This design comes from an exercise in tuning for small area on the open sky130 flow, not from production work. Function was checked by simulation only, so behaviour that the tests miss may differ from the original. No driver is modelled on the clock port, so clock power and skew are understated where the tree is cut down; a real chip needs a root buffer or a tree. Power and IR drop assume default switching activity.

==> xenon: inputs <==
// top_calc_accum_final
module top_calc_accum_final (
    input  wire clk,
    input  wire reset,
    input  wire [1:0] op_sel_raw,
    input  wire [7:0] data_in_raw,
    input  wire calc_btn_raw,
    output wire [6:0] disp0,
    output wire [6:0] disp1,
    output wire [6:0] disp2,
    output wire [6:0] disp3,
    output wire [6:0] disp4,
    output wire neg_flag,
    output wire error_flag,
    output wire [7:0] acc_out
);
clock: 40.0 ns
lec_check: 0
abc_area: 1
cap_margin: 20
core_margin: 2
core_utilization: 40
slew_margin: 20
run.sh (not shown) runs the stock make flow with config.mk's settings and CLKGATE_MAP_FILE= SYNTH_SCRIPT=/design/flow/synth_recipe.tcl, a recipe that flattens the netlist after the stock synthesis.
==> delta: changes against xenon <==
==> flow/flow/run.sh (new file) <==
#!/bin/bash
# Own layout flow: the standard synthesis, then an area-oriented re-mapping of the
# combinational logic (registers untouched), then the standard layout steps with
# minimum-size port buffers.  Each tool's output goes to a log of its own here.
set -euo pipefail
W=$PWD
R=$W/orfs/results/$FLOW_PLATFORM/top_calc_accum_final/base
LIB=$FLOW_HOME/platforms/$FLOW_PLATFORM/lib/sky130_fd_sc_hd__tt_025C_1v80.lib

bash standard.sh synth > $W/log_1_synth.txt 2>&1
cp $R/1_2_yosys.v $W/std_1_2_yosys.v

DONT=""
for c in $(grep -oE 'cell *\( *"?sky130_fd_sc_hd__(lpflow_[a-z0-9_]+|probe[a-z0-9_]*)' $LIB | sed -E 's/.*(sky130_fd_sc_hd__[a-z0-9_]+)/\1/' | sort -u); do
  DONT="$DONT -dont_use $c"
done
LIB=$LIB IN=$W/std_1_2_yosys.v OUT=$W/remap_1_2_yosys.v ABCSCR=$W/flow/remap.abc DONT="$DONT" \
  yosys -c $W/flow/remap.tcl > $W/log_2_remap.txt 2>&1
# refuse to go on if the re-mapping lost logic
python3 - "$W/std_1_2_yosys.v" "$W/remap_1_2_yosys.v" <<'PY'
import re, sys
a, b = (open(f).read() for f in sys.argv[1:3])
ff = lambda s: sorted(re.findall(r'sky130_fd_sc_hd__(dfxtp_\d|edfxtp_\d|dfrtp_\d)\s+(\S+)', s))
assert ff(a) == ff(b), "registers differ"
assert len(re.findall(r'sky130_fd_sc_hd__', b)) > len(ff(b)) + 20, "logic missing"
PY
cp $W/remap_1_2_yosys.v $R/1_2_yosys.v
rm -f $R/1_synth.odb $R/1_synth.sdc
bash standard.sh "BUFFER_PORTS_ARGS=-buffer_cell sky130_fd_sc_hd__buf_1" finish > $W/log_3_layout.txt 2>&1
==> flow/flow/remap.abc (new file) <==
strash
&get -n
&dch -f
&nf -R 2000 -F 10 -A 10
&put
topo
==> flow/flow/remap.tcl (new file) <==
# Re-map the combinational cells of the standard synthesis for area.
# Registers (and their instance names) are kept as they are.
yosys read_liberty -ignore_miss_func $::env(LIB)
yosys read_verilog $::env(IN)
yosys hierarchy -top top_calc_accum_final
foreach m {sky130_fd_sc_hd__dfxtp_1 sky130_fd_sc_hd__dfxtp_2 sky130_fd_sc_hd__dfxtp_4 sky130_fd_sc_hd__edfxtp_1 sky130_fd_sc_hd__dfrtp_1} {
  if {[llength [yosys tee -q -s result.string select -list $m]]} { }
  catch { yosys setattr -mod -set keep_hierarchy 1 $m }
}
yosys flatten
yosys opt -purge
yosys tee -o remap_stat_before.txt stat
yosys abc -liberty $::env(LIB) {*}$::env(DONT) -script $::env(ABCSCR)
yosys opt_clean -purge
yosys hilomap -singleton -hicell sky130_fd_sc_hd__conb_1 HI -locell sky130_fd_sc_hd__conb_1 LO
yosys cd top_calc_accum_final
yosys select w:* i:* o:* %u %d
yosys rename -hide
yosys select -clear
yosys cd
yosys opt_clean -purge
yosys rename -enumerate -pattern n%_ w:*
yosys tee -o remap_stat.txt stat -liberty $::env(LIB)
yosys select top_calc_accum_final
yosys write_verilog -noattr -noexpr -selected $::env(OUT)
==> flow/standard.sh (new file) <==
#!/bin/bash
# synth_recipe.tcl (not shown) runs the flow's synth.tcl, then flattens the netlist and writes it again
# the make line also repeats each setting of config.mk as NAME=value (left out here)
make -C /OpenROAD-flow-scripts/flow DESIGN_CONFIG=/design/flow/config.mk WORK_HOME=/design/flow/orfs CLKGATE_MAP_FILE= SYNTH_SCRIPT=/design/flow/synth_recipe.tcl "${@:-finish}"
--- a/flow/config.mk
+++ b/flow/config.mk
@@ -11,2 +11,3 @@
 export CORE_UTILIZATION = 40
+export CTS_BUF_LIST = sky130_fd_sc_hd__clkbuf_8
 export SLEW_MARGIN = 20
removed: flow/run.sh
==> notes.md <==
- In count of clock-buffer cells in the layout, delta and xenon do not differ.
- Against xenon, the sequential power of delta is larger by about 8%.
- Between delta and xenon, the lower core utilization is in delta (gap 0.47 points).
- In delta the synthesized area is lower than in xenon, by 24%.
- Sequential share of layout area: delta is higher than xenon (6.2 points).
- Of delta and xenon, xenon has the higher setup slack (gap 0.20 ns).
- Against delta, the global-route usage of xenon is lower by 0.43 points.
- Of xenon and delta, xenon has the higher register-to-register slack (gap 0.71 ns).
- Between delta and xenon, the lower non-clock buffer count is in xenon (gap 1).
- Between xenon and delta, the lower combinational power is in xenon (gap about 14%, measured against delta).
==> figures <==
	delta	xenon
Number of non-filler instances in the completed layout	587	770
Horizontal die dimension	90.3 um	103 um
Fin area	3420 sq um	4560 sq um
Combined area of all synthesized cells	2980 sq um	3900 sq um
Final Util	0.471	0.476
GP Congestion	0.916	0.855
Vias in the first global route	2809	3643
Outcome	finished clean	finished clean
Wire length of the first global-routing pass	13300 um	16400 um
Total Power Consumption	92.5 uW	87.0 uW
Part of the power in registers	0.516	0.508
Post-route met1 wirelength	3820 um	4710 um
Clock latency at the later pin of the worst-skew pair	0.30 ns	0.31 ns
Most common cell after layout, fill and taps aside	sky130_fd_sc_hd__nor2_1	sky130_fd_sc_hd__nand2_1
Layout-to-synthesis area ratio	1.146x	1.170x
Placed Instance Area	3320 sq um	4470 sq um
Worst slew margin	0.472	0.501
Inverter count	12	102
Met2 wirelength from detailed routing	3370 um	4580 um
Total wire length after detailed routing	7760 um	9870 um
GR Util met3	0.0317	0.0210

---

==> inputs of run K <==
top_calc_accum_final, a different RTL version from the one above (not shown whole).
==> flow/config.mk <==
export PLATFORM = sky130hd
export DESIGN_NAME = top_calc_accum_final
export DESIGN_NICKNAME = top_calc_accum_final
export VERILOG_FILES = /design/flow/design.v
export SDC_FILE = /design/flow/constraint.sdc
export NUM_CORES = 4
export LEC_CHECK = 0
export ABC_AREA = 1
export CAP_MARGIN = 20
export CORE_MARGIN = 2
export CORE_UTILIZATION = 40
export SLEW_MARGIN = 20
==> flow/constraint.sdc <==
create_clock -name core_clock -period 40.0 [get_ports {clk}]
set_input_delay 8.0000 -clock core_clock [delete_from_list [all_inputs] [get_ports {clk}]]
set_output_delay 8.0000 -clock core_clock [all_outputs]
set_load 0.01 [all_outputs]
standard.sh (not shown) runs the stock make flow with config.mk's settings and CLKGATE_MAP_FILE= SYNTH_SCRIPT=/design/flow/synth_recipe.tcl, a recipe that flattens the netlist after the stock synthesis.
==> flow/flow/run.sh <==
#!/bin/bash
# Own layout flow: the standard synthesis, then an area-oriented re-mapping of the
# combinational logic (registers untouched, several ABC scripts tried, the smallest
# result kept), then the standard layout steps with minimum-size port buffers and a
# smaller clock tree whose root buffer is dropped after CTS.  Each tool's output goes to a log of its own here.
set -euo pipefail
W=$PWD
R=$W/orfs/results/$FLOW_PLATFORM/top_calc_accum_final/base
LIB=$FLOW_HOME/platforms/$FLOW_PLATFORM/lib/sky130_fd_sc_hd__tt_025C_1v80.lib

bash standard.sh synth > $W/log_1_synth.txt 2>&1
cp $R/1_2_yosys.v $W/std_1_2_yosys.v

DONT=""
for c in $(grep -oE 'cell *\( *"?sky130_fd_sc_hd__(lpflow_[a-z0-9_]+|probe[a-z0-9_]*)' $LIB | sed -E 's/.*(sky130_fd_sc_hd__[a-z0-9_]+)/\1/' | sort -u); do
  DONT="$DONT -dont_use $c"
done
remap_one() {
  local s=$1 n
  n=$(basename $s .abc)
  mkdir -p $W/$n
  if (cd $W/$n && LIB=$LIB IN=$W/std_1_2_yosys.v OUT=$W/$n/out.v ABCSCR=$s DONT="$DONT" \
        timeout 1200 yosys -c $W/flow/remap.tcl > $W/log_2_$n.txt 2>&1) &&
     python3 $W/flow/check_remap.py $W/std_1_2_yosys.v $W/$n/out.v >> $W/log_2_$n.txt 2>&1; then
    echo "$n $(grep 'Chip area for top' $W/$n/remap_stat.txt | awk '{print $NF}')" > $W/$n/area.txt
  fi
}
i=0
for s in $W/flow/remap_*.abc; do
  remap_one $s &
  i=$((i + 1))
  if (( i % 4 == 0 )); then wait; fi
done
wait
best=""; bestarea=""
for s in $W/flow/remap_*.abc; do
  n=$(basename $s .abc)
  if [[ -f $W/$n/area.txt ]]; then
    a=$(awk '{print $2}' $W/$n/area.txt)
    echo "$n $a" >> $W/log_2_remap_choice.txt
    if [[ -n "$a" ]] && { [[ -z "$bestarea" ]] || python3 -c "import sys; sys.exit(0 if $a < $bestarea else 1)"; }; then
      best=$n; bestarea=$a
    fi
  else
    echo "$n failed" >> $W/log_2_remap_choice.txt
  fi
done
echo "chosen $best $bestarea" >> $W/log_2_remap_choice.txt
if [[ -n "$best" ]]; then
  cp $W/$best/out.v $W/remap_1_2_yosys.v
  cp $W/remap_1_2_yosys.v $R/1_2_yosys.v
  rm -f $R/1_synth.odb $R/1_synth.sdc
fi
ARGS=("BUFFER_PORTS_ARGS=-buffer_cell sky130_fd_sc_hd__buf_1"
      "CTS_ARGS=-sink_clustering_enable -repair_clock_nets -buf_list sky130_fd_sc_hd__clkbuf_8 -dont_use_dummy_load")
bash standard.sh "${ARGS[@]}" cts > $W/log_3_to_cts.txt 2>&1
# Drop the clock tree's root buffer (the clock port then feeds the <= 4 leaf buffers).
cp $R/4_cts.odb $W/4_cts_standard.odb
if PLATFORM_DIR=$FLOW_HOME/platforms/$FLOW_PLATFORM LIB=$LIB ODB_IN=$W/4_cts_standard.odb \
     SDC_IN=$R/4_cts.sdc ODB_OUT=$W/4_cts_fixed.odb \
     openroad -no_init -exit $W/flow/fixclk.tcl > $W/log_4_fixclk.txt 2>&1 &&
   [[ -f $W/4_cts_fixed.odb ]] &&
   python3 -c "import re,sys; m=re.search(r'worst register clock slew: ([0-9.e-]+); clock port pins: (\d+)', open('$W/log_4_fixclk.txt').read()); sys.exit(0 if m and float(m.group(1)) < 0.115 and int(m.group(2)) <= 4 else 1)"; then
  cp $W/4_cts_fixed.odb $R/4_1_cts.odb
  sleep 1
  cp $W/4_cts_fixed.odb $R/4_cts.odb
  echo "clock root buffer dropped" >> $W/log_4_fixclk.txt
else
  echo "kept the standard clock tree" >> $W/log_4_fixclk.txt
fi
bash standard.sh "${ARGS[@]}" finish > $W/log_5_layout.txt 2>&1
==> flow/flow/fixclk.tcl <==
read_db $::env(ODB_IN)
read_liberty $::env(LIB)
read_sdc $::env(SDC_IN)
source $::env(PLATFORM_DIR)/setRC.tcl
set block [ord::get_db_block]
proc out_net {inst} {
  foreach it [$inst getITerms] {
    if {[$it isOutputSignal]} { return [$it getNet] }
  }
  return "NULL"
}
set clknet [$block findNet clk]
set root "NULL"
foreach it [$clknet getITerms] {
  set inst [$it getInst]
  if {[string match "sky130_fd_sc_hd__clkbuf_*" [[$inst getMaster] getName]]} { set root $inst }
}
if {$root == "NULL"} { error "no clock root buffer" }
set rootnet [out_net $root]
puts "root [$root getName] [[$root getMaster] getName] drives [$rootnet getName]"
set leaves {}
foreach it [$rootnet getITerms] {
  set inst [$it getInst]
  if {[$inst getName] == [$root getName]} continue
  lappend leaves $it
}
if {[llength $leaves] > 4} { error "root buffer drives [llength $leaves] pins; the clock port may feed at most 4" }
foreach it $leaves { $it disconnect; $it connect $clknet }
puts "moved [llength $leaves] clock-tree inputs from [$root getName] to the clock port"
foreach it [$root getITerms] { if {[$it getNet] != "NULL"} { $it disconnect } }
odb::dbInst_destroy $root
odb::dbNet_destroy $rootnet
detailed_placement
check_placement
set_propagated_clock [all_clocks]
estimate_parasitics -placement
report_clock_skew
set worst 0
foreach inst [$block getInsts] {
  if {[string match "*__df*" [[$inst getMaster] getName]]} {
    set s [get_property [get_pins -of_objects [get_cells [$inst getName]] -filter "name==CLK"] slew_max]
    if {$s > $worst} { set worst $s }
  }
}
puts "worst register clock slew: $worst; clock port pins: [llength [$clknet getITerms]]"
report_check_types -max_slew -max_capacitance -violators
write_db $::env(ODB_OUT)
Other scripts of this flow, unchanged in this note and not shown: flow/flow/check_remap.py, flow/flow/remap.tcl, flow/flow/remap_a.abc, flow/flow/remap_b.abc, flow/flow/remap_c.abc, flow/flow/remap_d.abc, flow/flow/remap_s3.abc, flow/flow/remap_s4.abc, flow/flow/remap_s5.abc, flow/flow/remap_s6.abc
==> run E: changes against run K <==
--- a/flow/flow/run.sh
+++ b/flow/flow/run.sh
@@ -55,17 +55,22 @@
       "CTS_ARGS=-sink_clustering_enable -repair_clock_nets -buf_list sky130_fd_sc_hd__clkbuf_8 -dont_use_dummy_load")
 bash standard.sh "${ARGS[@]}" cts > $W/log_3_to_cts.txt 2>&1
-# Drop the clock tree's root buffer (the clock port then feeds the <= 4 leaf buffers).
+# Drop the clock tree's root buffer (the clock port then feeds the <= 4 leaf buffers),
+# keeping 3 leaf buffers if the register clock slew stays well inside the limit.
 cp $R/4_cts.odb $W/4_cts_standard.odb
-if PLATFORM_DIR=$FLOW_HOME/platforms/$FLOW_PLATFORM LIB=$LIB ODB_IN=$W/4_cts_standard.odb \
-     SDC_IN=$R/4_cts.sdc ODB_OUT=$W/4_cts_fixed.odb \
-     openroad -no_init -exit $W/flow/fixclk.tcl > $W/log_4_fixclk.txt 2>&1 &&
-   [[ -f $W/4_cts_fixed.odb ]] &&
-   python3 -c "import re,sys; m=re.search(r'worst register clock slew: ([0-9.e-]+); clock port pins: (\d+)', open('$W/log_4_fixclk.txt').read()); sys.exit(0 if m and float(m.group(1)) < 0.115 and int(m.group(2)) <= 4 else 1)"; then
-  cp $W/4_cts_fixed.odb $R/4_1_cts.odb
-  sleep 1
-  cp $W/4_cts_fixed.odb $R/4_cts.odb
-  echo "clock root buffer dropped" >> $W/log_4_fixclk.txt
-else
-  echo "kept the standard clock tree" >> $W/log_4_fixclk.txt
-fi
+for keep in 3 4; do
+  rm -f $W/4_cts_fixed.odb
+  if KEEP=$keep PLATFORM_DIR=$FLOW_HOME/platforms/$FLOW_PLATFORM LIB=$LIB ODB_IN=$W/4_cts_standard.odb \
+       SDC_IN=$R/4_cts.sdc ODB_OUT=$W/4_cts_fixed.odb \
+       openroad -no_init -exit $W/flow/fixclk.tcl > $W/log_4_fixclk_$keep.txt 2>&1 &&
+     [[ -f $W/4_cts_fixed.odb ]] &&
+     python3 -c "import re,sys; m=re.search(r'worst register clock slew: ([0-9.e-]+); clock port pins: (\d+)', open('$W/log_4_fixclk_$keep.txt').read()); sys.exit(0 if m and float(m.group(1)) < 0.110 and int(m.group(2)) <= 4 else 1)"; then
+    cp $W/4_cts_fixed.odb $R/4_1_cts.odb
+    sleep 1
+    cp $W/4_cts_fixed.odb $R/4_cts.odb
+    echo "clock root buffer dropped, $keep leaf buffers kept" >> $W/log_4_fixclk_$keep.txt
+    break
+  else
+    echo "not used" >> $W/log_4_fixclk_$keep.txt
+  fi
+done
 bash standard.sh "${ARGS[@]}" finish > $W/log_5_layout.txt 2>&1
--- a/flow/flow/fixclk.tcl
+++ b/flow/flow/fixclk.tcl
@@ -31,4 +31,43 @@
 odb::dbInst_destroy $root
 odb::dbNet_destroy $rootnet
+# Optionally keep fewer leaf buffers: give the sinks of the leaf with the fewest
+# sinks to the nearest remaining leaf, until KEEP leaves are left.
+proc leaf_sinks {leaf} {
+  set res {}
+  foreach it [[out_net $leaf] getITerms] {
+    if {[[$it getInst] getName] != [$leaf getName]} { lappend res $it }
+  }
+  return $res
+}
+proc dist2 {a b} {
+  set ab [$a getBBox]; set bb [$b getBBox]
+  set dx [expr {([$ab xMin] + [$ab xMax] - [$bb xMin] - [$bb xMax]) / 2.0}]
+  set dy [expr {([$ab yMin] + [$ab yMax] - [$bb yMin] - [$bb yMax]) / 2.0}]
+  return [expr {$dx * $dx + $dy * $dy}]
+}
+set leafinsts {}
+foreach it [$clknet getITerms] { lappend leafinsts [$it getInst] }
+set keep [expr {[info exists ::env(KEEP)] ? $::env(KEEP) : [llength $leafinsts]}]
+while {[llength $leafinsts] > $keep} {
+  set small ""; set ns 1000000
+  foreach l $leafinsts { set n [llength [leaf_sinks $l]]; if {$n < $ns} { set ns $n; set small $l } }
+  set rest {}
+  foreach l $leafinsts { if {[$l getName] != [$small getName]} { lappend rest $l } }
+  foreach it [leaf_sinks $small] {
+    set best ""; set bd 1e30
+    foreach l $rest { set d [dist2 [$it getInst] $l]; if {$d < $bd} { set bd $d; set best $l } }
+    $it disconnect; $it connect [out_net $best]
+  }
+  set onet [out_net $small]
+  foreach it [$small getITerms] { if {[$it getNet] != "NULL"} { $it disconnect } }
+  odb::dbInst_destroy $small
+  odb::dbNet_destroy $onet
+  set leafinsts $rest
+  puts "dropped a leaf buffer; [llength $leafinsts] left"
+}
+if {[info exists ::env(LEAF_CELL)] && $::env(LEAF_CELL) != ""} {
+  foreach l $leafinsts { replace_cell [get_cells [$l getName]] [get_lib_cells $::env(LEAF_CELL)] }
+}
+foreach l $leafinsts { puts "leaf [$l getName] [[$l getMaster] getName] [llength [leaf_sinks $l]] sinks" }
 detailed_placement
 check_placement
==> flow/flow/remap_s10.abc (new file) <==
strash
&get -n
&deepsyn -T 150 -S 10
&dc2
&dch -f
&nf -R 3000 -F 20 -A 20 -E 1000
&put
topo
==> flow/flow/remap_s7.abc (new file) <==
strash
&get -n
&deepsyn -T 150 -S 7
&dc2
&dch -f
&nf -R 3000 -F 20 -A 20 -E 1000
&put
topo
==> flow/flow/remap_s8.abc (new file) <==
strash
&get -n
&deepsyn -T 150 -S 8
&dc2
&dch -f
&nf -R 3000 -F 20 -A 20 -E 1000
&put
topo
==> flow/flow/remap_s9.abc (new file) <==
strash
&get -n
&deepsyn -T 150 -S 9
&dc2
&dch -f
&nf -R 3000 -F 20 -A 20 -E 1000
&put
topo
==> flow/flow/remap_t11.abc (new file) <==
strash
&get -n
&deepsyn -T 150 -S 11
&dch -f
&nf -R 5000 -F 50 -A 50 -E 3000 -C 32
&put
topo
- GPL_TIMING_DRIVEN: not set -> 0
==> impl_results.md <==
* Status: finished clean
* FF-to-FF path depth at 32
* Pre-CTS setup slack at 28.30 ns
* NumNets Final at 454
* CP max FO at 9
* Peak supply drop at 20.1 uV
* Initial Util at 0.412
* Switch Pwr at 0.0000156 W
* Clock tree cell share of total cell area at 0.0172
* M2 GR Usage at 0.306
* Crit path arrival time at 3.89 ns
* DRT iter0 DRCs at 165
* Die Span Y at 87.7 um
* Dpl cell area at 3140 um2
(the above is from run K)
==> impl_results.md <==
* Status: finished clean
* M2 GR Usage at 0.284
* Dpl cell area at 3090 um2
* Initial Util at 0.412
* NumNets Final at 456
* Synth Instances at 383
* Pre-CTS setup slack at 28.18 ns
* Crit path arrival time at 4.03 ns
* FF-to-FF path depth at 33
* Clock tree cell share of total cell area at 0.0132
* Switch Pwr at 0.0000157 W
* Die Span Y at 87.5 um
* DRT iter0 DRCs at 224
* Peak supply drop at 29.0 uV
(the above is from run E)

[static timing again, ports no longer ideal]
The results above use ideal ports. As a check the final layouts listed here were re-extracted and re-timed, cells and wires unchanged.
Step 1 (the two cells are an assumption about what drives the block):
set clk [get_ports {clk}]
set_driving_cell -lib_cell sky130_fd_sc_hd__clkbuf_16 $clk
set_driving_cell -lib_cell sky130_fd_sc_hd__buf_2 [delete_from_list [all_inputs] $clk]
Step 2 also shifts input and output timing later by t, the mid clock arrival at the registers, as if the neighbouring blocks saw the same clock.
a / b / c = no drivers / after step 1 / after step 2; a / b = the first two.
run | shift t [ns] | setup slack, ns | slew at the worst register clock pin (ns) | pins driven straight from the clock port
xenon | 0.325 | 28.455 / 28.430 / 28.754 | 0.10 / 0.10 | 1
delta | 0.326 | 28.255 / 28.224 / 28.550 | 0.10 / 0.10 | 1
run K | 0.185 | 28.113 / 28.062 / 28.247 | 0.08 / 0.08 | 4
run E | 0.185 | 27.965 / 27.925 / 28.111 | 0.10 / 0.10 | 3
After both steps every run listed still meets setup and hold.
